Context: an optimization exercise on an open-source flow, tuned for small area. The choices shown serve that exercise and are no tape-out recipe. In this exercise RTL edits were held to simulation tests only and were not proved equivalent to the original. No activity file was given, so power comes from the tool's default toggle rates.

## flow/standard.sh

```bash
#!/bin/bash
# synth_recipe.tcl (not shown) runs the flow's synth.tcl, then flattens the netlist and writes it again
# the make line also repeats each setting of config.mk as NAME=value (left out here)
make -C /OpenROAD-flow-scripts/flow DESIGN_CONFIG=/design/flow/config.mk WORK_HOME=/design/flow/orfs CLKGATE_MAP_FILE= SYNTH_SCRIPT=/design/flow/synth_recipe.tcl "${@:-finish}"
```

## flow/constraint.sdc

```tcl
create_clock -name core_clock -period 10.0 [get_ports {clk}]
set_input_delay 2.0000 -clock core_clock [delete_from_list [all_inputs] [get_ports {clk}]]
set_output_delay 2.0000 -clock core_clock [all_outputs]
set_load 0.01 [all_outputs]
```

## flow/flow/abc_map.script

```
strash
&get -n
&dch -f
&nf -R 1000
&put
topo
```

## flow/flow/run.sh

```bash
#!/bin/bash
# The standard layout (standard.sh), with these changes:
#  - synthesis maps the logic with an area-oriented ABC script (flow/abc_map.script) in place
#    of ORFS's speed script, and skips ORFS's half/full-adder extraction (extract_fa), so ABC
#    maps those gates too; everything else in synthesis is the standard flow's own script (synth_recipe.tcl),
#    registers included,
#  - port buffers are the smallest buffer cell (sky130_fd_sc_hd__buf_1),
#  - CTS inserts no dummy loads.
# The whole make output goes to standard_flow.log; ORFS keeps each step's log under orfs/logs.
set -euo pipefail
W=$PWD
cat > $W/flow_synth.tcl <<EOT
proc abc {args} {
  set i [lsearch -exact \$args -script]
  if {\$i >= 0} { set args [lreplace \$args [expr {\$i+1}] [expr {\$i+1}] $W/flow/abc_map.script] }
  yosys abc {*}\$args
}
proc extract_fa {args} {}
source $W/synth_recipe.tcl
EOT
bash standard.sh "SYNTH_SCRIPT=$W/flow_synth.tcl" \
  "BUFFER_PORTS_ARGS=-buffer_cell sky130_fd_sc_hd__buf_1" \
  "CTS_ARGS=-sink_clustering_enable -repair_clock_nets -dont_use_dummy_load" \
  finish > standard_flow.log 2>&1
```

## flow/config.mk

```make
export PLATFORM = sky130hd
export DESIGN_NAME = finalproject
export DESIGN_NICKNAME = finalproject
export VERILOG_FILES = /design/flow/design.v
export SDC_FILE = /design/flow/constraint.sdc
export NUM_CORES = 4
export LEC_CHECK = 0
export CAP_MARGIN = 0
export CORE_MARGIN = 2
export CORE_UTILIZATION = 40
export PLACE_DENSITY = 0.6
export SLEW_MARGIN = 0
```

## flow/design.v

```verilog
module finalproject(clk,rst,keypad_row,keypad_col,dot_row,dot_col,seven_seg);
	input clk,rst;
	output [3:0] keypad_row;
	input [3:0] keypad_col;
	output [7:0] dot_row,dot_col;
	output [6:0] seven_seg;
	assign keypad_row = 4'b0000;
	reg [3:0] c10;		 
	reg [2:0] c5;		 
	reg [6:0] ph;		 
	reg [2:0] q;		 
	reg [7:0] r;		 
	reg [15:0] f;		 
	reg fp;			 
	wire [3:0] n_c10;
	wire [2:0] n_c5;
	wire [6:0] n_ph;
	wire [2:0] n_q;
	wire [7:0] n_r;
	wire [15:0] n_f;
	wire n_fp;
	fp_next nx(.rst(rst), .c10(c10), .c5(c5), .ph(ph), .q(q), .r(r), .f(f), .fp(fp),
		.n_c10(n_c10), .n_c5(n_c5), .n_ph(n_ph), .n_q(n_q), .n_r(n_r), .n_f(n_f), .n_fp(n_fp),
		.dot_row(dot_row), .dot_col(dot_col), .seven_seg(seven_seg));
	always @(posedge clk) begin
		c10 <= n_c10;
		c5 <= n_c5;
		ph <= n_ph;
		q <= n_q;
		r <= n_r;
		f <= n_f;
		fp <= n_fp;
	end
endmodule
module fp_next(rst, c10, c5, ph, q, r, f, fp,
	n_c10, n_c5, n_ph, n_q, n_r, n_f, n_fp, dot_row, dot_col, seven_seg);
	input rst;
	input [3:0] c10;
	input [2:0] c5;
	input [6:0] ph;
	input [2:0] q;
	input [7:0] r;
	input [15:0] f;
	input fp;
	output [3:0] n_c10;
	output [2:0] n_c5;
	output [6:0] n_ph;
	output [2:0] n_q;
	output [7:0] n_r;
	output [15:0] n_f;
	output n_fp;
	output [7:0] dot_row;
	output [7:0] dot_col;
	output [6:0] seven_seg;
	wire w0, w1, w2, w3, w4, w5, w6, w7, w8, w9, w10, w11, w12, w13, w14, w15, w16, w17, w18, w19, w20, w21, w22, w23, w24, w25, w26, w27, w28, w29, w30, w31, w32, w33, w34, w35, w36, w37, w38, w39, w40, w41, w42, w43, w44, w45, w46, w47, w48, w49, w50, w51, w52, w53, w54, w55, w56, w57, w58, w59, w60, w61, w62, w63, w64, w65, w66, w67, w68, w69, w70, w71, w72, w73, w74, w75, w76, w77, w78, w79, w80, w81, w82, w83, w84, w85, w86, w87, w88, w89, w90, w91, w92, w93, w94, w95, w96, w97, w98, w99, w100, w101, w102, w103, w104, w105, w106, w107, w108, w109, w110, w111, w112, w113, w114, w115, w116, w117, w118, w119, w120, w121, w122, w123, w124, w125, w126, w127, w128, w129, w130, w131, w132, w133, w134, w135, w136, w137, w138, w139, w140, w141, w142, w143, w144, w145, w146, w147, w148, w149, w150, w151, w152, w153, w154, w155, w156, w157, w158, w159, w160, w161, w162, w163, w164, w165, w166, w167, w168, w169, w170, w171, w172, w173, w174, w175, w176, w177, w178, w179, w180, w181, w182, w183, w184, w185, w186, w187, w188, w189, w190, w191, w192, w193, w194, w195, w196, w197, w198, w199, w200, w201, w202, w203, w204, w205, w206, w207, w208, w209, w210, w211, w212, w213, w214, w215, w216, w217, w218, w219, w220, w221, w222, w223, w224, w225, w226, w227, w228, w229, w230, w231, w232, w233, w234, w235, w236, w237, w238, w239, w240, w241, w242, w243, w244, w245, w246, w247, w248, w249, w250, w251, w252, w253, w254, w255, w256, w257, w258, w259, w260, w261, w262, w263, w264, w265, w266, w267, w268, w269, w270, w271, w272, w273, w274, w275, w276, w277, w278, w279, w280, w281, w282, w283, w284, w285, w286, w287, w288, w289, w290, w291, w292, w293, w294, w295, w296, w297, w298, w299, w300, w301, w302, w303, w304, w305, w306, w307, w308, w309, w310, w311, w312, w313, w314, w315, w316, w317, w318, w319, w320, w321, w322, w323, w324, w325, w326, w327, w328, w329, w330, w331, w332, w333, w334, w335, w336, w337, w338, w339, w340, w341, w342, w343, w344, w345, w346, w347, w348, w349, w350, w351, w352, w353, w354, w355, w356, w357, w358, w359, w360, w361, w362, w363, w364, w365, w366, w367, w368, w369, w370, w371, w372, w373, w374, w375, w376, w377, w378, w379, w380, w381, w382, w383, w384, w385, w386, w387, w388, w389, w390, w391, w392, w393, w394, w395, w396, w397, w398, w399, w400, w401, w402, w403, w404, w405, w406, w407, w408, w409, w410, w411, w412, w413, w414, w415, w416, w417, w418, w419, w420, w421, w422, w423, w424, w425, w426, w427, w428, w429, w430, w431, w432, w433, w434, w435, w436, w437, w438, w439, w440, w441, w442, w443, w444, w445, w446, w447, w448, w449, w450, w451, w452, w453, w454, w455, w456, w457, w458, w459, w460, w461, w462, w463, w464, w465, w466, w467, w468, w469, w470, w471, w472;
	assign n_c10[0] = rst & ~c10[0];
	assign w0 = c10[0] & c10[1];
	assign w1 = ~c10[2] & ~w0;
	assign w2 = c10[2] & w0;
	assign w3 = rst & ~w2;
	assign n_c10[2] = ~w1 & w3;
	assign w4 = c10[0] & c10[3];
	assign w5 = rst & ~w4;
	assign w6 = ~n_c10[2] & ~w5;
	assign w7 = ~c10[0] & ~c10[1];
	assign w8 = ~w0 & ~w7;
	assign n_c10[1] = ~w6 & w8;
	assign w9 = ~c10[3] & ~w2;
	assign n_c10[3] = ~w6 & ~w9;
	assign w10 = c5[0] & ~c5[1];
	assign w11 = c5[2] & w10;
	assign w12 = c10[2] & ~c10[3];
	assign w13 = w7 & w12;
	assign w14 = c5[0] & w13;
	assign w15 = ~c5[0] & ~w13;
	assign w16 = ~w14 & ~w15;
	assign w17 = ~w11 & ~w16;
	assign n_c5[0] = rst & ~w17;
	assign w18 = ~c5[2] & w14;
	assign w19 = ~c5[1] & ~w18;
	assign w20 = c5[1] & w14;
	assign w21 = rst & ~w20;
	assign n_c5[1] = ~w19 & w21;
	assign w22 = c5[2] & ~w14;
	assign w23 = c5[1] & w18;
	assign w24 = ~w22 & ~w23;
	assign n_c5[2] = rst & ~w24;
	assign w25 = ~ph[0] & ~w23;
	assign w26 = ph[0] & w23;
	assign w27 = rst & ~w26;
	assign n_ph[0] = ~w25 & w27;
	assign w28 = ph[1] & w26;
	assign w29 = ~ph[1] & ~w26;
	assign w30 = ~w28 & ~w29;
	assign n_ph[1] = ~(rst & ~w30);
	assign w31 = ph[2] & w28;
	assign w32 = ph[1] & ~ph[2];
	assign w33 = ~ph[3] & ~ph[4];
	assign w34 = ph[5] & ph[6];
	assign w35 = w33 & w34;
	assign w36 = w32 & w35;
	assign w37 = w26 & w36;
	assign w38 = rst & ~w37;
	assign w39 = ~ph[2] & ~w28;
	assign w40 = w38 & ~w39;
	assign n_ph[2] = ~w31 & w40;
	assign w41 = ~ph[3] & ~w31;
	assign w42 = ph[3] & w31;
	assign w43 = rst & ~w42;
	assign n_ph[3] = ~w41 & w43;
	assign w44 = ph[4] & w42;
	assign w45 = ~ph[4] & ~w42;
	assign w46 = ~w44 & ~w45;
	assign n_ph[4] = ~(rst & ~w46);
	assign w47 = ~ph[5] & ~w44;
	assign w48 = ph[5] & w44;
	assign w49 = ~w37 & ~w48;
	assign w50 = ~w47 & w49;
	assign n_ph[5] = ~(rst & ~w50);
	assign w51 = ~ph[6] & ~w48;
	assign w52 = ph[6] & w48;
	assign w53 = w38 & ~w52;
	assign n_ph[6] = ~w51 & w53;
	assign w54 = q[0] & w13;
	assign w55 = ~q[0] & ~w13;
	assign w56 = ~w54 & ~w55;
	assign n_q[0] = ~(rst & ~w56);
	assign w57 = ~q[1] & ~w54;
	assign w58 = q[1] & w54;
	assign w59 = ~w57 & ~w58;
	assign n_q[1] = ~(rst & ~w59);
	assign w60 = q[2] & ~w58;
	assign w61 = q[1] & ~q[2];
	assign w62 = q[0] & w61;
	assign w63 = w13 & w62;
	assign w64 = rst & ~w63;
	assign n_q[2] = ~(~w60 & w64);
	assign w65 = ~ph[4] & ~ph[5];
	assign w66 = w4 & w65;
	assign w67 = ~ph[3] & ~ph[6];
	assign w68 = ~ph[1] & ~ph[2];
	assign w69 = w67 & w68;
	assign w70 = w66 & w69;
	assign w71 = ~c10[1] & ~c10[2];
	assign w72 = ~ph[0] & w71;
	assign w73 = w11 & w72;
	assign w74 = w70 & w73;
	assign w75 = rst & w74;
	assign w76 = ~r[4] & r[5];
	assign w77 = r[4] & ~r[5];
	assign w78 = ~w76 & ~w77;
	assign w79 = r[3] & r[7];
	assign w80 = ~r[3] & ~r[7];
	assign w81 = ~w79 & ~w80;
	assign w82 = w78 & w81;
	assign w83 = ~w78 & ~w81;
	assign w84 = ~w82 & ~w83;
	assign w85 = w75 & w84;
	assign w86 = rst & ~w74;
	assign w87 = ~r[0] & w86;
	assign n_r[0] = ~w85 & ~w87;
	assign w88 = r[1] & w86;
	assign w89 = r[0] & w75;
	assign n_r[1] = ~(~w88 & ~w89);
	assign w90 = r[2] & w86;
	assign w91 = r[1] & w75;
	assign n_r[2] = ~(~w90 & ~w91);
	assign w92 = r[3] & w86;
	assign w93 = r[2] & w75;
	assign n_r[3] = ~(~w92 & ~w93);
	assign w94 = r[4] & w86;
	assign w95 = r[3] & w75;
	assign n_r[4] = ~(~w94 & ~w95);
	assign w96 = r[5] & w86;
	assign w97 = r[4] & w75;
	assign n_r[5] = ~(~w96 & ~w97);
	assign w98 = r[6] & w86;
	assign w99 = r[5] & w75;
	assign n_r[6] = ~(~w98 & ~w99);
	assign w100 = r[7] & w86;
	assign w101 = r[6] & w75;
	assign n_r[7] = ~(~w100 & ~w101);
	assign w102 = ~r[0] & ~w78;
	assign w103 = r[0] & w78;
	assign w104 = ~w102 & ~w103;
	assign w105 = r[1] & r[5];
	assign w106 = ~r[1] & ~r[5];
	assign w107 = ~w105 & ~w106;
	assign w108 = r[6] & w107;
	assign w109 = r[2] & r[3];
	assign w110 = ~r[2] & ~r[3];
	assign w111 = ~w109 & ~w110;
	assign w112 = w108 & ~w111;
	assign w113 = ~w104 & w112;
	assign w114 = ~r[2] & w104;
	assign w115 = r[3] & w104;
	assign w116 = r[2] & ~r[6];
	assign w117 = ~w108 & ~w116;
	assign w118 = ~w115 & w117;
	assign w119 = ~w114 & w118;
	assign w120 = ~r[3] & ~r[6];
	assign w121 = r[3] & r[6];
	assign w122 = ~w120 & ~w121;
	assign w123 = r[3] & w107;
	assign w124 = ~w122 & ~w123;
	assign w125 = ~w119 & w124;
	assign w126 = ~w113 & ~w125;
	assign w127 = r[7] & ~w126;
	assign w128 = ~r[3] & ~w107;
	assign w129 = ~w123 & ~w128;
	assign w130 = ~r[2] & ~w129;
	assign w131 = w119 & w130;
	assign w132 = r[6] & ~w109;
	assign w133 = w107 & ~w132;
	assign w134 = w104 & w133;
	assign w135 = ~w119 & ~w134;
	assign w136 = ~r[7] & ~w135;
	assign w137 = ~w131 & ~w136;
	assign w138 = ~w127 & w137;
	assign w139 = r[1] & ~r[2];
	assign w140 = ~r[1] & r[2];
	assign w141 = ~w139 & ~w140;
	assign w142 = ~w78 & w141;
	assign w143 = w78 & ~w141;
	assign w144 = ~w142 & ~w143;
	assign w145 = w138 & w144;
	assign w146 = ~r[2] & ~w107;
	assign w147 = ~w114 & ~w146;
	assign w148 = ~r[7] & ~w107;
	assign w149 = w147 & ~w148;
	assign w150 = w80 & ~w149;
	assign w151 = ~w146 & ~w150;
	assign w152 = ~r[3] & ~w104;
	assign w153 = ~w115 & w146;
	assign w154 = ~w152 & w153;
	assign w155 = r[6] & ~w154;
	assign w156 = ~w151 & w155;
	assign w157 = r[6] & ~w115;
	assign w158 = ~w147 & ~w157;
	assign w159 = w107 & w116;
	assign w160 = ~w104 & w159;
	assign w161 = ~w158 & ~w160;
	assign w162 = r[7] & ~w161;
	assign w163 = w121 & w149;
	assign w164 = ~w162 & ~w163;
	assign w165 = ~w156 & w164;
	assign w166 = w145 & w165;
	assign w167 = ~w107 & ~w111;
	assign w168 = ~w108 & ~w167;
	assign w169 = r[7] & ~w168;
	assign w170 = ~r[7] & w159;
	assign w171 = r[6] & w110;
	assign w172 = w104 & ~w171;
	assign w173 = ~w170 & w172;
	assign w174 = ~w169 & w173;
	assign w175 = w122 & ~w128;
	assign w176 = w148 & ~w175;
	assign w177 = ~w123 & ~w176;
	assign w178 = r[6] & ~r[7];
	assign w179 = ~r[2] & ~w178;
	assign w180 = ~w146 & ~w179;
	assign w181 = ~w177 & ~w180;
	assign w182 = ~w110 & w122;
	assign w183 = r[7] & ~w107;
	assign w184 = w182 & w183;
	assign w185 = w80 & w116;
	assign w186 = ~w104 & ~w185;
	assign w187 = ~w184 & w186;
	assign w188 = ~w181 & w187;
	assign w189 = ~w174 & ~w188;
	assign w190 = r[2] & r[4];
	assign w191 = r[5] & r[6];
	assign w192 = ~w190 & w191;
	assign w193 = w141 & w192;
	assign w194 = r[0] & ~w193;
	assign w195 = ~r[2] & r[3];
	assign w196 = r[3] & ~fp;
	assign w197 = ~r[1] & ~w196;
	assign w198 = r[1] & r[6];
	assign w199 = w77 & ~w198;
	assign w200 = ~w197 & w199;
	assign w201 = ~r[0] & ~w200;
	assign w202 = ~r[7] & ~w201;
	assign w203 = r[2] & ~r[4];
	assign w204 = r[1] & w203;
	assign w205 = w122 & w204;
	assign w206 = ~r[1] & ~r[6];
	assign w207 = r[2] & ~w206;
	assign w208 = ~w203 & ~w207;
	assign w209 = ~w205 & ~w208;
	assign w210 = ~r[1] & w121;
	assign w211 = ~r[2] & ~r[4];
	assign w212 = ~w195 & ~w211;
	assign w213 = ~w210 & ~w212;
	assign w214 = r[5] & ~w213;
	assign w215 = ~w209 & w214;
	assign w216 = w77 & w182;
	assign w217 = ~r[4] & ~r[5];
	assign w218 = w121 & w217;
	assign w219 = r[1] & w109;
	assign w220 = r[4] & w219;
	assign w221 = ~w218 & ~w220;
	assign w222 = ~w216 & w221;
	assign w223 = ~w215 & w222;
	assign w224 = ~r[7] & w223;
	assign w225 = r[3] & r[5];
	assign w226 = w198 & ~w225;
	assign w227 = w213 & w226;
	assign w228 = ~r[1] & w122;
	assign w229 = ~w129 & w228;
	assign w230 = r[4] & w175;
	assign w231 = ~w229 & w230;
	assign w232 = w76 & ~w198;
	assign w233 = ~w122 & w232;
	assign w234 = ~w231 & ~w233;
	assign w235 = r[2] & ~w234;
	assign w236 = ~w227 & ~w235;
	assign w237 = r[3] & ~r[5];
	assign w238 = ~r[3] & ~r[4];
	assign w239 = ~w237 & ~w238;
	assign w240 = ~r[2] & w239;
	assign w241 = ~w77 & ~w240;
	assign w242 = w120 & ~w241;
	assign w243 = ~r[5] & r[6];
	assign w244 = ~w121 & ~w243;
	assign w245 = w78 & ~w211;
	assign w246 = ~w244 & w245;
	assign w247 = ~w240 & ~w246;
	assign w248 = ~r[1] & ~w247;
	assign w249 = ~w242 & ~w248;
	assign w250 = w236 & w249;
	assign w251 = ~w224 & ~w250;
	assign w252 = r[7] & ~w223;
	assign w253 = w224 & w250;
	assign w254 = ~w252 & ~w253;
	assign w255 = w249 & w254;
	assign w256 = w251 & ~w255;
	assign w257 = ~w105 & ~w198;
	assign w258 = ~w122 & ~w257;
	assign w259 = ~w229 & ~w258;
	assign w260 = w190 & ~w259;
	assign w261 = ~w205 & ~w217;
	assign w262 = ~w243 & ~w261;
	assign w263 = ~w198 & w239;
	assign w264 = ~r[2] & ~w226;
	assign w265 = ~w263 & w264;
	assign w266 = ~w262 & ~w265;
	assign w267 = ~w260 & w266;
	assign w268 = ~w223 & w236;
	assign w269 = w267 & ~w268;
	assign seven_seg[4] = ~w256 & w269;
	assign w270 = ~w79 & ~w211;
	assign w271 = w107 & ~w270;
	assign w272 = seven_seg[4] & w271;
	assign w273 = ~w202 & ~w272;
	assign w274 = ~w195 & ~w273;
	assign w275 = w106 & w109;
	assign w276 = ~r[7] & ~w77;
	assign w277 = ~w275 & w276;
	assign w278 = w106 & ~w122;
	assign w279 = w277 & w278;
	assign w280 = ~w274 & ~w279;
	assign w281 = ~w194 & ~w280;
	assign w282 = ~r[3] & r[5];
	assign w283 = fp & w282;
	assign w284 = r[6] & ~w203;
	assign w285 = w282 & w284;
	assign w286 = w250 & w285;
	assign w287 = ~r[0] & ~w286;
	assign w288 = w207 & w217;
	assign w289 = r[0] & ~w288;
	assign w290 = r[7] & ~w289;
	assign w291 = ~w287 & w290;
	assign w292 = ~w283 & ~w291;
	assign w293 = ~w281 & w292;
	assign w294 = ~r[0] & ~w219;
	assign w295 = ~w190 & ~w277;
	assign w296 = ~w294 & w295;
	assign w297 = r[6] & w296;
	assign w298 = ~r[6] & ~w296;
	assign w299 = ~w297 & ~w298;
	assign w300 = w287 & w299;
	assign w301 = r[7] & w223;
	assign w302 = r[7] & ~w120;
	assign w303 = w296 & ~w302;
	assign w304 = ~w301 & w303;
	assign w305 = r[0] & r[1];
	assign w306 = ~w220 & ~w305;
	assign w307 = ~fp & w211;
	assign w308 = r[0] & ~w307;
	assign w309 = r[5] & r[7];
	assign w310 = ~w237 & ~w309;
	assign w311 = ~w308 & w310;
	assign w312 = ~w306 & w311;
	assign w313 = ~w178 & ~w312;
	assign w314 = ~w304 & w313;
	assign w315 = ~w300 & w314;
	assign w316 = w250 & w267;
	assign w317 = ~r[3] & ~w190;
	assign w318 = ~w211 & w317;
	assign w319 = ~r[0] & ~w318;
	assign w320 = w316 & w319;
	assign w321 = r[0] & w141;
	assign w322 = w318 & w321;
	assign w323 = r[6] & ~w322;
	assign w324 = ~w320 & w323;
	assign w325 = ~w315 & ~w324;
	assign w326 = ~r[5] & fp;
	assign w327 = ~w325 & ~w326;
	assign w328 = ~ph[1] & ph[2];
	assign w329 = ~w327 & w328;
	assign w330 = w32 & w327;
	assign w331 = ~w329 & ~w330;
	assign w332 = ~w293 & w331;
	assign w333 = w68 & w327;
	assign w334 = w293 & ~w333;
	assign w335 = ph[4] & w283;
	assign w336 = ~w65 & ~w335;
	assign w337 = ~ph[5] & w283;
	assign w338 = w67 & ~w337;
	assign w339 = ~w336 & w338;
	assign w340 = w26 & w339;
	assign w341 = ~w334 & w340;
	assign w342 = ~w332 & w341;
	assign w343 = ~w189 & w342;
	assign w344 = w166 & w343;
	assign w345 = w23 & w224;
	assign w346 = ~w267 & w345;
	assign w347 = ~f[0] & ~w346;
	assign w348 = rst & ~w347;
	assign n_f[0] = ~w344 & w348;
	assign w349 = ~w236 & w345;
	assign w350 = ~f[1] & ~w349;
	assign w351 = rst & ~w343;
	assign w352 = w145 & ~w165;
	assign w353 = rst & ~w352;
	assign w354 = ~w351 & ~w353;
	assign n_f[1] = ~w350 & ~w354;
	assign w355 = w138 & ~w144;
	assign w356 = w165 & w355;
	assign w357 = rst & ~w356;
	assign w358 = ~w351 & ~w357;
	assign w359 = w23 & w301;
	assign w360 = ~w267 & w359;
	assign w361 = ~f[2] & ~w360;
	assign n_f[2] = ~w358 & ~w361;
	assign w362 = ~w236 & w359;
	assign w363 = ~f[3] & ~w362;
	assign w364 = ~w165 & w355;
	assign w365 = rst & ~w364;
	assign w366 = ~w351 & ~w365;
	assign n_f[3] = ~w363 & ~w366;
	assign w367 = ~w249 & w345;
	assign w368 = ~f[4] & ~w367;
	assign w369 = ~w138 & w144;
	assign w370 = w165 & w369;
	assign w371 = rst & ~w370;
	assign w372 = ~w351 & ~w371;
	assign n_f[4] = ~w368 & ~w372;
	assign w373 = w316 & w345;
	assign w374 = ~f[5] & ~w373;
	assign w375 = ~w165 & w369;
	assign w376 = rst & ~w375;
	assign w377 = ~w351 & ~w376;
	assign n_f[5] = ~w374 & ~w377;
	assign w378 = ~w249 & w359;
	assign w379 = ~f[6] & ~w378;
	assign w380 = ~w138 & ~w144;
	assign w381 = w165 & w380;
	assign w382 = rst & ~w381;
	assign w383 = ~w351 & ~w382;
	assign n_f[6] = ~w379 & ~w383;
	assign w384 = ~w165 & w380;
	assign w385 = rst & ~w384;
	assign w386 = ~w351 & ~w385;
	assign w387 = w316 & w359;
	assign w388 = ~f[7] & ~w387;
	assign n_f[7] = ~w386 & ~w388;
	assign w389 = w189 & w342;
	assign w390 = w166 & w389;
	assign w391 = ~r[7] & ~w223;
	assign w392 = w23 & w391;
	assign w393 = ~w267 & w392;
	assign w394 = ~f[8] & ~w393;
	assign w395 = rst & ~w394;
	assign n_f[8] = ~w390 & w395;
	assign w396 = ~w236 & w392;
	assign w397 = ~f[9] & ~w396;
	assign w398 = rst & ~w389;
	assign w399 = ~w353 & ~w398;
	assign n_f[9] = ~w397 & ~w399;
	assign w400 = w23 & w252;
	assign w401 = ~w267 & w400;
	assign w402 = ~f[10] & ~w401;
	assign w403 = ~w357 & ~w398;
	assign n_f[10] = ~w402 & ~w403;
	assign w404 = ~w236 & w400;
	assign w405 = ~f[11] & ~w404;
	assign w406 = ~w365 & ~w398;
	assign n_f[11] = ~w405 & ~w406;
	assign w407 = ~w371 & ~w398;
	assign w408 = ~w249 & w392;
	assign w409 = ~f[12] & ~w408;
	assign n_f[12] = ~w407 & ~w409;
	assign w410 = w316 & w392;
	assign w411 = ~f[13] & ~w410;
	assign w412 = ~w376 & ~w398;
	assign n_f[13] = ~w411 & ~w412;
	assign w413 = ~w249 & w400;
	assign w414 = ~f[14] & ~w413;
	assign w415 = ~w382 & ~w398;
	assign n_f[14] = ~w414 & ~w415;
	assign w416 = w316 & w400;
	assign w417 = ~f[15] & ~w416;
	assign w418 = ~w385 & ~w398;
	assign n_f[15] = ~w417 & ~w418;
	assign w419 = w325 & w342;
	assign w420 = fp & ~w419;
	assign n_fp = ~(rst & ~w420);
	assign w421 = ~c5[0] & ~c5[1];
	assign w422 = ~c5[2] & w421;
	assign w423 = q[1] & q[2];
	assign w424 = q[0] & w423;
	assign dot_row[0] = ~w422 & ~w424;
	assign w425 = ~q[0] & w423;
	assign dot_row[1] = ~w422 & ~w425;
	assign w426 = ~q[1] & q[2];
	assign w427 = q[0] & w426;
	assign dot_row[2] = ~w422 & ~w427;
	assign w428 = ~q[0] & w426;
	assign dot_row[3] = ~w422 & ~w428;
	assign dot_row[4] = ~w62 & ~w422;
	assign w429 = ~q[0] & w61;
	assign dot_row[5] = ~w422 & ~w429;
	assign w430 = ~q[1] & ~q[2];
	assign w431 = q[0] & w430;
	assign dot_row[6] = ~w422 & ~w431;
	assign w432 = ~q[0] & w430;
	assign dot_row[7] = ~w422 & ~w432;
	assign w433 = f[8] & w426;
	assign w434 = f[7] & w423;
	assign w435 = ~w433 & ~w434;
	assign w436 = f[9] & w61;
	assign w437 = f[12] & w430;
	assign w438 = ~w436 & ~w437;
	assign dot_col[0] = ~(w435 & w438);
	assign w439 = ~f[13] & w430;
	assign w440 = ~f[5] & w426;
	assign w441 = ~w439 & ~w440;
	assign w442 = ~f[4] & w423;
	assign w443 = ~f[6] & w61;
	assign w444 = ~w442 & ~w443;
	assign dot_col[2] = w441 & w444;
	assign w445 = ~f[2] & w426;
	assign w446 = ~f[14] & w430;
	assign w447 = ~w445 & ~w446;
	assign w448 = ~f[3] & w61;
	assign w449 = ~f[1] & w423;
	assign w450 = ~w448 & ~w449;
	assign dot_col[4] = w447 & w450;
	assign w451 = ~f[11] & w61;
	assign w452 = ~f[15] & w430;
	assign w453 = ~w451 & ~w452;
	assign w454 = ~f[0] & w423;
	assign w455 = ~f[10] & w426;
	assign w456 = ~w454 & ~w455;
	assign dot_col[6] = w453 & w456;
	assign w457 = w236 & ~w254;
	assign w458 = ~w316 & w391;
	assign w459 = ~w301 & ~w458;
	assign seven_seg[0] = ~w457 & w459;
	assign w460 = ~w254 & w267;
	assign seven_seg[1] = ~(~w256 & ~w460);
	assign w461 = ~w223 & ~w249;
	assign w462 = ~w223 & ~w267;
	assign w463 = r[7] & ~w462;
	assign w464 = ~w269 & w463;
	assign seven_seg[2] = ~(~w461 & ~w464);
	assign w465 = r[7] & w267;
	assign w466 = ~w252 & ~w465;
	assign w467 = w250 & w466;
	assign seven_seg[3] = ~w251 & ~w467;
	assign seven_seg[5] = w255 & ~w458;
	assign w468 = w223 & w249;
	assign w469 = ~w461 & ~w468;
	assign w470 = ~r[7] & ~w469;
	assign w471 = ~w316 & w470;
	assign w472 = w301 & w316;
	assign seven_seg[6] = ~(~w471 & ~w472);
	assign dot_col[1] = dot_col[0];
	assign dot_col[3] = dot_col[2];
	assign dot_col[5] = dot_col[4];
	assign dot_col[7] = dot_col[6];
endmodule
```

==> reports/results.md, run 1 <==
- finished clean — status
- dfxtp_1 — cell type contributing the most total cell area after synthesis
- 0.02696 — fraction of layout cells with a size suffix above 1
- flop to flop — class of the most critical hold timing path
- 3670 ps — Crit path arrival time
- 290 ps — latest clock arrival within the worst-skew pair
- 0 — number of resized instances in the post-cts repair step
- 5666 ps — final critical delay including setup and external delays
- 42 — number of clock sinks
- 5 — router iterations before antenna repair
- 0 — hold-fix buffer count after cts
- 57 x nor2_1, 53 x a21oi_1, 43 x nand2_1 — commonest cells in the synthesized netlist
- 480 — number of cells in the design after placement
- 4334 ps — final setup margin
- 9.070% — Layout Area Growth over Synthesis
- 485 — Cell Count, Final, Fillers Out
- 7248 um — final wirelength
- 29 — number of standard-cell rows in the floorplan
- 0.5666 — post-route clock period utilization
- 14.94 um — average wire length per cell after detail routing
- 0 — Pins Over Slew Limit
- 24 — Port Buffer Count
- dfxtp_1 31%, a21oi_1 9.9%, nor2_1 8.0%, nand2_1 6.0%, o21ai_0 5.6% — dominant cells by area after synthesis
- 0 — max_cap viols
- 820 ps — delay of the slowest critical-path stage
- 0.3641 — worst slew margin relative to its limit
- built — CTS tree
- 20 — top fanout value on the critical path
- 0 — number of antenna diodes
- false — setup repair after global routing missed its margin
- 1 — Synth Warn #
- 0 — total grt overflow
- simple AND/OR/NAND/NOR gates — category of cells accounting for the largest share of critical-path delay
- 26 — maximum number of pins on one net before global-route repair
- 97.19 nW/um2 — total power divided by cell area
- r[1] — Worst Setup SP
- 0.8663 — GP Congestion
- nor2_1 — most frequently used cell type in the post-synthesis netlist
- 2 — CTS H-Tree Depth
- 0 — Setup Buffers After CTS
- 0.3126 — top cell type's share of synthesized area
- dfxtp_1 — cell with the largest stage delay on the worst path
- 450.3 ps — Hold Slack
- 0 — Final Hold Vio Count
- 7397 um2 — total die area
- 1.068 nW — leakage power
- 2836 — vias
- 0.1985 — Global Route Usage Sum
- xnor2_1 > xnor2_1 > nor3_1 > o32ai_1 > a21o_1 > nor3_1 > nor2_1 > a21oi_1 > buf_1 — cells along the critical path
- 6422 um2 — Std-Cell Core Area
- 0.3126 — sequential area share after synthesis
- 11930 um — global-route wire length before repair
- 1 — buffering stage count on the worst path with inverters included
- 8000 ps — endpoint required time on the critical path
- 5.847 — drt via density
- 946.5 ps — slew at the pin with the worst max-slew slack
- output port — critical path endpoint category
- 2 — maximum number of buffers from clock root to sink
- 0 — remaining routing DRC violations
- 4737 ps — post-placement setup slack
- c10[0] — hold path startpoint
- 33 — Top Ports
- 44 — number of distinct standard cells referenced by the synthesized netlist
- 0 — post-route antenna net violation count
- 5 — number of CTS-inserted buffers
- 0.05607 mV — peak supply drop
- 19.38 ps — Worst Skew
- dfxtp_1 — commonest register cell after synthesis
- 0.4189 — starting density of the core
- 2690 um2 — summed instance area of the synthesized netlist
- 86.01 um — Die H
- 42 — Synth Register Bits
- flop to output port — Critical Setup Path Class
- flop — CP startpoint kind
- 0 — Final setup viols
- 5288 um — HPWL after DPL
- 2422 — vias in the first global route
- 0 — share of flip-flops with an asynchronous set or reset after synthesis
- 7.098 um2 — mean post-synth cell area
- 0 — Post-synth EDFFs
- 416 — fin nets
- 86.01 um — Die Wd
- 5110 ps — slack of the worst reg-to-reg path
- 379 — synthesized instance count
- clkbuf_8 — CTS root buf
- 0 — number of antenna violations at the first check in global routing
- 0 ps — Setup TNS
- 677 — Filler Cell Count
- 208 — number of DRC markers after the initial detailed-route iteration
- 176.5 MHz — Max Freq
- r[1] — Worst R2R Start
- 80 ps — clock-pin slew reported for the worst setup and hold paths after clock tree synthesis
-- cells by family (layout without fill, tap and decap cells) --
group / after synthesis / count (layout) / share of synthesized area
AOI/OAI and AO/OA: 131 / 131 / 0.2940
xor gates and xnor gates: 18 / 18 / 0.05860
buffers and inverters: 16 / 42 / 0.03349
DFF: 42 / 42 / 0.3126
muxes: 2 / 2 / 0.01256
other: 1 / 4 / 0.001394
and+or+nand+nor: 169 / 169 / 0.2874
-- final timing paths --
kind	endpoint	cells after the start
hold reg to reg	c10[0]	1
setup / recovery	seven_seg[6]	9
setup reg to reg	f[5]	17
hold / removal	c10[0]	1
-- worst register-to-register path, delay by kind of cell (launching register included) --
family | cells | cell delay [ps]
xor gates and xnor gates | 1 | 510
and+or+nand+nor | 5 | 640
AOI/OAI and AO/OA | 11 | 2760
DFF | 1 | 820
-- per-stage QoR --
stage	util	power, mW	area, um2
6_report	0.4568	0.2852	2934
5_1_grt	0.4568	0.2964	2934
4_1_cts	0.4568	0.2887	2934
3_5_place_dp	0.4461	0.1940	2865
3_3_place_gp	0.4461	0.1938	2865
2_1_floorplan	-	0.1895	2701
-- flip-flops by register name, summed over array words and instances (netlist names) --
name and cells:
c10 4, q 3, c5 3, r 8, ph 7, f 16, fp 1
-- per-layer routing --
layer,global-route usage,up-vias,share of wire
li1,-,1434,-
met1,0.2965,1319,0.48
met2,0.3016,79,0.46
met3,0.03080,4,0.054
met4,0.04040,0,0.0058
met5,0,-,0
-- power by group --
part	switching, mW	total (mW)	internal (mW)
clock	0.0501	0.0951	0.0450
sequential	0.00263	0.172	0.169
combinational	0.0126	0.0184	0.00582
-- final cells by class --
class                           instances  area (um2)  area share
Clock buffer                            5       68.82     0.02345
Timing Repair Buffer                   29       127.6     0.04350
Multi-Input combinational cell        324        1770      0.6034
Tap cell                               77       96.34     0.03284
Inverter                                8       30.03     0.01023
Sequential cell                        42       840.8      0.2866
-- layout by cell type, fill, tap and decap left out, types with 6 or more instances in the layout --
cell type,Yosys,routed
buf_1,0,24
nor3_1,20,20
nand2b_1,10,10
nand3_1,11,11
a22o_1,7,7
clkinv_1,8,8
xnor2_1,14,14
dfxtp_1,42,42
a21oi_1,53,53
nand2_1,43,43
o22ai_1,6,6
nor2_1,57,57
and2_0,7,7
a31oi_1,8,8
o21ai_0,30,30
==> inputs of run 2 (changes only) <==
--- a/flow/config.mk
+++ b/flow/config.mk
@@ -9,4 +9,6 @@
 export CORE_MARGIN = 2
 export CORE_UTILIZATION = 40
+export GPL_ROUTABILITY_DRIVEN = 0
+export GPL_TIMING_DRIVEN = 0
 export PLACE_DENSITY = 0.6
 export SLEW_MARGIN = 0
==> run 2 against run 1 <==
Still clean on timing, DRC and antenna. Core utilization rose by 0.47 points. Total power rose by 1.5%. Sequential share of layout area fell by 0.29 points. Sequential cell count did not move. Synthesized area did not move. Clock skew fell by 11 ps. Critical path depth did not move. Clock power rose by 2%. Combinational power rose by 14%. Global-route usage rose by 0.38 points. Critical endpoint unchanged.
==> reports/results.md, run 2 <==
- 0 — total grt overflow
- built — CTS tree
- 18 — reg2reg path depth
- 165 — number of DRC markers after the initial detailed-route iteration
- 1.089 nW — leakage power
- 2690 um2 — summed instance area of the synthesized netlist
- 221.8 uW — P_int
- f[2] — reg-to-reg critical path endpoint
- 7.098 um2 — mean post-synth cell area
- 175.7 MHz — Max Freq
- 0 — Setup Buffers After CTS
- 5691 ps — final critical delay including setup and external delays
- 4 — router iterations before antenna repair
- 10.19% — Layout Area Growth over Synthesis
- c10[0] — hold path startpoint
- 0.03650 — fraction of layout cells with a size suffix above 1
- flop to flop — class of the most critical hold timing path
- f — register name with the most flops
- 0 — Final Hold Vio Count
- dfxtp_1 — commonest register cell after synthesis
- 80 ps — clock-pin slew reported for the worst setup and hold paths after clock tree synthesis
- 3690 ps — Crit path arrival time
- dfxtp_1 — cell type contributing the most total cell area after synthesis
- 28 — top fanout value on the critical path
- 379 — synthesized instance count
- 968.7 ps — slew at the pin with the worst max-slew slack
- 2964 um2 — final design area excluding fillers
- 42 — Synth Register Bits
- 0.06291 mV — peak supply drop
- 488 — Cell Count, Final, Fillers Out
- 14.72 um — average wire length per cell after detail routing
- 0.03657 — M3 GR Usage
- 2 — maximum number of buffers from clock root to sink
- 0 — hold-fix buffer count after cts
- 67.64 uW — net switching power of the design
- 5.711 — drt via density
- 29 — number of standard-cell rows in the floorplan
- 419 — fin nets
- 0.5691 — post-route clock period utilization
- 2492 — vias in the first global route
- 44 — number of distinct standard cells referenced by the synthesized netlist
- f (16), r (8), ph (7) — biggest regs
- 0 — Post-synth EDFFs
- 0 — max_cap viols
- 0 — share of flip-flops with an asynchronous set or reset after synthesis
- 2888 um2 — placed cell areas
- 86.01 um — Die H
- 6422 um2 — Std-Cell Core Area
- 8000 ps — endpoint required time on the critical path
- 483 — number of cells in the design after placement
- 0 — remaining routing DRC violations
- 0.3126 — sequential area share after synthesis
- 57 x nor2_1, 53 x a21oi_1, 43 x nand2_1 — commonest cells after routing, fill and taps aside
- 97.63 nW/um2 — total power divided by cell area
- 0.4189 — starting density of the core
- 86.01 um — Die Wd
- 2 — CTS H-Tree Depth
- clkbuf_8 — CTS root buf
- 0.3533 — worst slew margin relative to its limit
- 2787 — vias
- nor2_1 — most common cell after layout, fill and taps aside
- 0 — number of antenna diodes
- 1 — Synth Warn #
- 4309 ps — final setup margin
- 0.593 — Flop pwr share
- 0.3136 — met2 capacity usage during global routing
- 1 — hold path depth
- 5168 um — HPWL after DPL
- 0.2337 — switching share of power
- c10[0] — worst hold path endpoint
- 0.3126 — top cell type's share of synthesized area
- 33 — Top Ports
- 57 x nor2_1, 53 x a21oi_1, 43 x nand2_1 — commonest cells in the synthesized netlist
- nor2_1 — most frequently used cell type in the post-synthesis netlist
- 24 — Port Buffer Count
- 29 — maximum number of pins on one net before global-route repair
- 0 — number of resized instances in the post-cts repair step
- 7397 um2 — total die area
- 0.2994 — global routing met1 resource utilization
- 280 ps — latest clock arrival within the worst-skew pair
- 5 — number of CTS-inserted buffers
- finished clean — status
- output port — critical path endpoint category
- 12270 um — global-route wire length before repair
- met2 — Most Crowded Layer GR
- 4268 ps — post-placement setup slack
- r[3] — Worst R2R Start
- 16 — number of flip-flops under the largest register name
- 695 — Filler Cell Count
- 7181 um — final wirelength
- 42 — number of clock sinks
- 0.072 — combinational power share
- 0 ps — Setup TNS
- false — setup repair after global routing missed its margin
- 0.335 — relative contribution of the clock network to total power
- 8.551 ps — Worst Skew
- 289.4 uW — total power after layout
- 0 — Final setup viols
- flop — CP startpoint kind
- 0 — post-route antenna net violation count
- 4970 ps — slack of the worst reg-to-reg path
- dfxtp_1 31%, a21oi_1 9.9%, nor2_1 8.0%, nand2_1 6.0%, o21ai_0 5.6% — dominant cells by area after synthesis
- flop to output port — Critical Setup Path Class
- 0 — Pins Over Slew Limit
- 0.2024 — Global Route Usage Sum
- 0 — number of antenna violations at the first check in global routing
## run 2: cell count changes in the layout (fill, tap and decap cells not counted)
cell | before | now
buf_4 | 5 | 8
o32ai_1 | 2 | 1
o32ai_2 | 0 | 1
## run 2: cell type report
class                           count  area (um2)  area share
Timing Repair Buffer               24       90.09     0.03039
Sequential cell                    42       840.8      0.2837
Clock buffer                        5       68.82     0.02322
Tap cell                           77       96.34     0.03250
Buffer                              8       60.06     0.02026
Multi-Input combinational cell    324        1778      0.5998
Inverter                            8       30.03     0.01013
## run 2: worst max path at each step
stage	startpoint	end	cells after the start
2_1_floorplan	r[5]	seven_seg[4]	10
3_3_place_gp	r[3]	seven_seg[4]	10
4_1_cts	r[3]	seven_seg[4]	10
6_report	r[3]	seven_seg[6]	9
5_1_grt	r[3]	seven_seg[6]	9
3_5_place_dp	r[5]	seven_seg[4]	11
## run 2: cell families after synthesis
group / synth area share
AOI/OAI and AO/OA: 0.2940
xor gates and xnor gates: 0.05860
buffers and inverters: 0.03349
DFF: 0.3126
muxes: 0.01256
other: 0.001394
and+or+nand+nor: 0.2874
## run 2: power by group through the flow
stage	clock [mW]	sequential [mW]	combinational (mW)
floorplan	0	0.175	0.0148
global placement	0	0.175	0.0207
detailed placement	0	0.175	0.0209
CTS	0.100	0.172	0.0210
global route	0.108	0.172	0.0236
finish	0.0969	0.172	0.0209
## run 2: per-layer routing
layer	vias to the layer above	wire length (um)
li1	1444	-
met1	1289	3619
met2	52	3294
met3	2	250
met4	0	16
met5	-	0
## run 2: worst max-delay path, cell delays in order, from the launching register on
cell and delay (ps):
dfxtp_1 960, nor2_1 130, or2_0 300, nor3_1 260, o32ai_1 120, a21o_1 320, nor3_1 810, nor2_1 110
a21oi_1 210, buf_1 180
## run 2: metrics by stage
step	hold slack, ps	utilization
6_report	457.2	0.4615
5_1_grt	467.8	0.4615
4_1_cts	457.9	0.4604
3_5_place_dp	442.9	0.4496
3_3_place_gp	427.6	0.4496
2_1_floorplan	406.9	-
==> inputs of run 3 (changes only) <==
--- a/flow/config.mk
+++ b/flow/config.mk
@@ -6,9 +6,7 @@
 export NUM_CORES = 4
 export LEC_CHECK = 0
-export CAP_MARGIN = 0
+export CAP_MARGIN = 20
 export CORE_MARGIN = 2
 export CORE_UTILIZATION = 40
-export GPL_ROUTABILITY_DRIVEN = 0
-export GPL_TIMING_DRIVEN = 0
 export PLACE_DENSITY = 0.6
-export SLEW_MARGIN = 0
+export SLEW_MARGIN = 20
==> run 3 against run 2 <==
Still clean on timing, DRC and antenna. Sequential share of layout area grew 0.29 points. Cell area down 1.0%. Combinational power shrank 12%. Die area stayed put. Synthesized area did not move. Largest cell class unchanged.
==> reports/results.md, run 3 <==
- finished clean — status
- flop to flop — class of the most critical hold timing path
- 2690 um2 — summed instance area of the synthesized netlist
- 176.5 MHz — Max Freq
- dfxtp_1 31%, a21oi_1 9.9%, nor2_1 8.0%, nand2_1 6.0%, o21ai_0 5.6% — dominant cells by area after synthesis
- 0.602 — Flop pwr share
- 5666 ps — final critical delay including setup and external delays
- 0.8663 — GP Congestion
- 0 — total grt overflow
- 1.068 nW — leakage power
- 5 — router iterations before antenna repair
- 57 x nor2_1, 53 x a21oi_1, 43 x nand2_1 — commonest cells after routing, fill and taps aside
- 26 — maximum number of pins on one net before global-route repair
- 16 — number of flip-flops under the largest register name
- 480 — number of cells in the design after placement
- dfxtp_1 — cell type contributing the most total cell area after synthesis
- 208 — number of DRC markers after the initial detailed-route iteration
- 0 — number of antenna diodes
- 42 — Synth Register Bits
- 42 — number of clock sinks
- dfxtp_1 — commonest register cell after synthesis
- false — setup repair after global routing missed its margin
- output port — critical path endpoint category
- 0 — max_cap viols
- 33 — Top Ports
- 11930 um — global-route wire length before repair
- 5288 um — HPWL after DPL
- c10[0] — worst hold path endpoint
- 0.334 — relative contribution of the clock network to total power
- 0 — Final Hold Vio Count
- 0 ps — Setup TNS
- 0.065 — combinational power share
- 0.4189 — starting density of the core
- nor2_1 — most common cell after layout, fill and taps aside
- 29 — number of standard-cell rows in the floorplan
- 0.05607 mV — peak supply drop
- 485 — Cell Count, Final, Fillers Out
- 65.35 uW — net switching power of the design
- 946.5 ps — slew at the pin with the worst max-slew slack
- 2865 um2 — placed cell areas
- 2 — CTS H-Tree Depth
- 0 — Setup Buffers After CTS
- 6422 um2 — Std-Cell Core Area
- 19.38 ps — Worst Skew
- 0 — Final setup viols
- 86.01 um — Die H
- 5110 ps — slack of the worst reg-to-reg path
- 86.01 um — Die Wd
- 0.3126 — top cell type's share of synthesized area
- 3670 ps — Crit path arrival time
- c10[0] — hold path startpoint
- 0.1985 — Global Route Usage Sum
- 840.8 um2 — Sequential Area
- 9.070% — Layout Area Growth over Synthesis
- 379 — synthesized instance count
- 20 — top fanout value on the critical path
- 0 — number of resized instances in the post-cts repair step
- 677 — Filler Cell Count
- 1770 um2 — area of combinational cells with multiple inputs
- 2422 — vias in the first global route
- 0 — share of flip-flops with an asynchronous set or reset after synthesis
- 5.847 — drt via density
- 0.02696 — fraction of layout cells with a size suffix above 1
- 7248 um — final wirelength
- 0 — Post-synth EDFFs
- 2934 um2 — final design area excluding fillers
- flop — CP startpoint kind
- 17 — reg2reg path depth
- f[5] — reg-to-reg critical path endpoint
- 2 — maximum number of buffers from clock root to sink
- 416 — fin nets
- 0.3126 — sequential area share after synthesis
- flop to output port — Critical Setup Path Class
- 1 — hold path depth
- 97.19 nW/um2 — total power divided by cell area
- 7.098 um2 — mean post-synth cell area
- 2836 — vias
- clkbuf_8 — CTS root buf
- 80 ps — clock-pin slew reported for the worst setup and hold paths after clock tree synthesis
- 24 — Port Buffer Count
- 0 — number of antenna violations at the first check in global routing
- 0.5666 — post-route clock period utilization
- 0 — post-route antenna net violation count
- 0 — remaining routing DRC violations
- 0.2292 — switching share of power
- 14.94 um — average wire length per cell after detail routing
- 5 — number of CTS-inserted buffers
- nor2_1 — most frequently used cell type in the post-synthesis netlist
- 1 — Synth Warn #
- 57 x nor2_1, 53 x a21oi_1, 43 x nand2_1 — commonest cells in the synthesized netlist
- f (16), r (8), ph (7) — biggest regs
- 0 — Pins Over Slew Limit
- f — register name with the most flops
- 7397 um2 — total die area
- 8000 ps — endpoint required time on the critical path
- built — CTS tree
- 0 — hold-fix buffer count after cts
- r[1] — Worst R2R Start
- 0.3641 — worst slew margin relative to its limit
- 44 — number of distinct standard cells referenced by the synthesized netlist
- 290 ps — latest clock arrival within the worst-skew pair
- 219.8 uW — P_int
-- run 3: cell types whose count changed in the layout (fill, tap and decap cells not counted) --
| cell | before | now |
|---|---|---|
| buf_4 | 8 | 5 |
| o32ai_1 | 1 | 2 |
| o32ai_2 | 1 | 0 |
-- run 3: logic make-up (layout without fill, tap and decap cells) --
family | after synthesis | in the layout | share of synthesized area
XOR/XNOR | 18 | 18 | 0.05860
buffers and inverters | 16 | 42 | 0.03349
AO/OA/AOI/OAI | 131 | 131 | 0.2940
other | 1 | 4 | 0.001394
multiplexers | 2 | 2 | 0.01256
flip-flops | 42 | 42 | 0.3126
AND/OR/NAND/NOR | 169 | 169 | 0.2874
-- run 3: power by group through the flow --
| stage | logic (mW) | registers, mW | clock network (mW) |
|---|---|---|---|
| detailed placement | 0.0185 | 0.175 | 0 |
| CTS | 0.0185 | 0.172 | 0.0985 |
| finish | 0.0184 | 0.172 | 0.0951 |
| floorplan | 0.0148 | 0.175 | 0 |
| global route | 0.0207 | 0.172 | 0.104 |
| global placement | 0.0184 | 0.175 | 0 |
-- run 3: per-stage QoR --
| step | utilization | hold WS, ps | setup WS [ps] | total power [mW] |
|---|---|---|---|---|
| finish | 0.4568 | 450.3 | 4334 | 0.2852 |
| CTS | 0.4568 | 451.7 | 4423 | 0.2887 |
| global route | 0.4568 | 475.1 | 4094 | 0.2964 |
| global placement | 0.4461 | 423.3 | 4791 | 0.1938 |
| floorplan | - | 406.9 | 5418 | 0.1895 |
| detailed placement | 0.4461 | 435.8 | 4737 | 0.1940 |
-- run 3: routing by layer --
layer,track usage,vias to the layer above,share of wire
met4,0.04040,0,0.0058
met1,0.2965,1319,0.48
li1,-,1434,-
met2,0.3016,79,0.46
met5,0,-,0
met3,0.03080,4,0.054
-- run 3: cell type report --
class,instances,area share
sequential,42,0.2866
inverter,8,0.01023
tap,77,0.03284
multi-input combinational,324,0.6034
timing repair buffer,29,0.04350
clock buffer,5,0.02345
-- run 3: worst max path at each step --
stage,from,end,slack [ps],cells past startpoint
floorplan,r[5],seven_seg[4],5420,10
global placement,r[1],seven_seg[6],4790,9
detailed placement,r[1],seven_seg[6],4740,9
CTS,r[1],seven_seg[6],4420,9
global route,r[1],seven_seg[6],4090,9
finish,r[1],seven_seg[6],4330,9
-- run 3: worst max-delay path: stages (launching register included) --
cell,delay [ps]
dfxtp_1,820
xnor2_1,330
xnor2_1,210
nor3_1,230
o32ai_1,130
a21o_1,320
nor3_1,810
nor2_1,120
a21oi_1,230
buf_1,180

-- re-timing with driven ports --
The results above use ideal ports. As a check the final layouts listed here were re-extracted and re-timed, cells and wires unchanged. Step 1 sets driving cells, clkbuf_16 on the clock port and buf_2 on the other inputs (assumed; they add their load-dependent delay and slew). Step 2 times the ports against the registers' clock, not the clock port: input delays grow and output delays shrink by t, the midpoint of the rising clock arrivals with the driver on. Slacks: no drivers / after step 1 / after step 2; pairs: no drivers / after step 1.
run	t, ns	slack for setup (ns)	latest minus earliest clock arrival (ns)	slew at the worst register clock pin (ns)	worst data-port slew with drivers (ns)
run 1	0.304	4.334 / 4.305 / 4.609	0.019 / 0.020	0.08 / 0.08	0.03
run 2	0.304	4.309 / 4.283 / 4.587	0.008 / 0.008	0.08 / 0.08	0.03
run 3	0.304	4.334 / 4.305 / 4.609	0.019 / 0.020	0.08 / 0.08	0.03
After both steps every run listed still meets setup and hold.
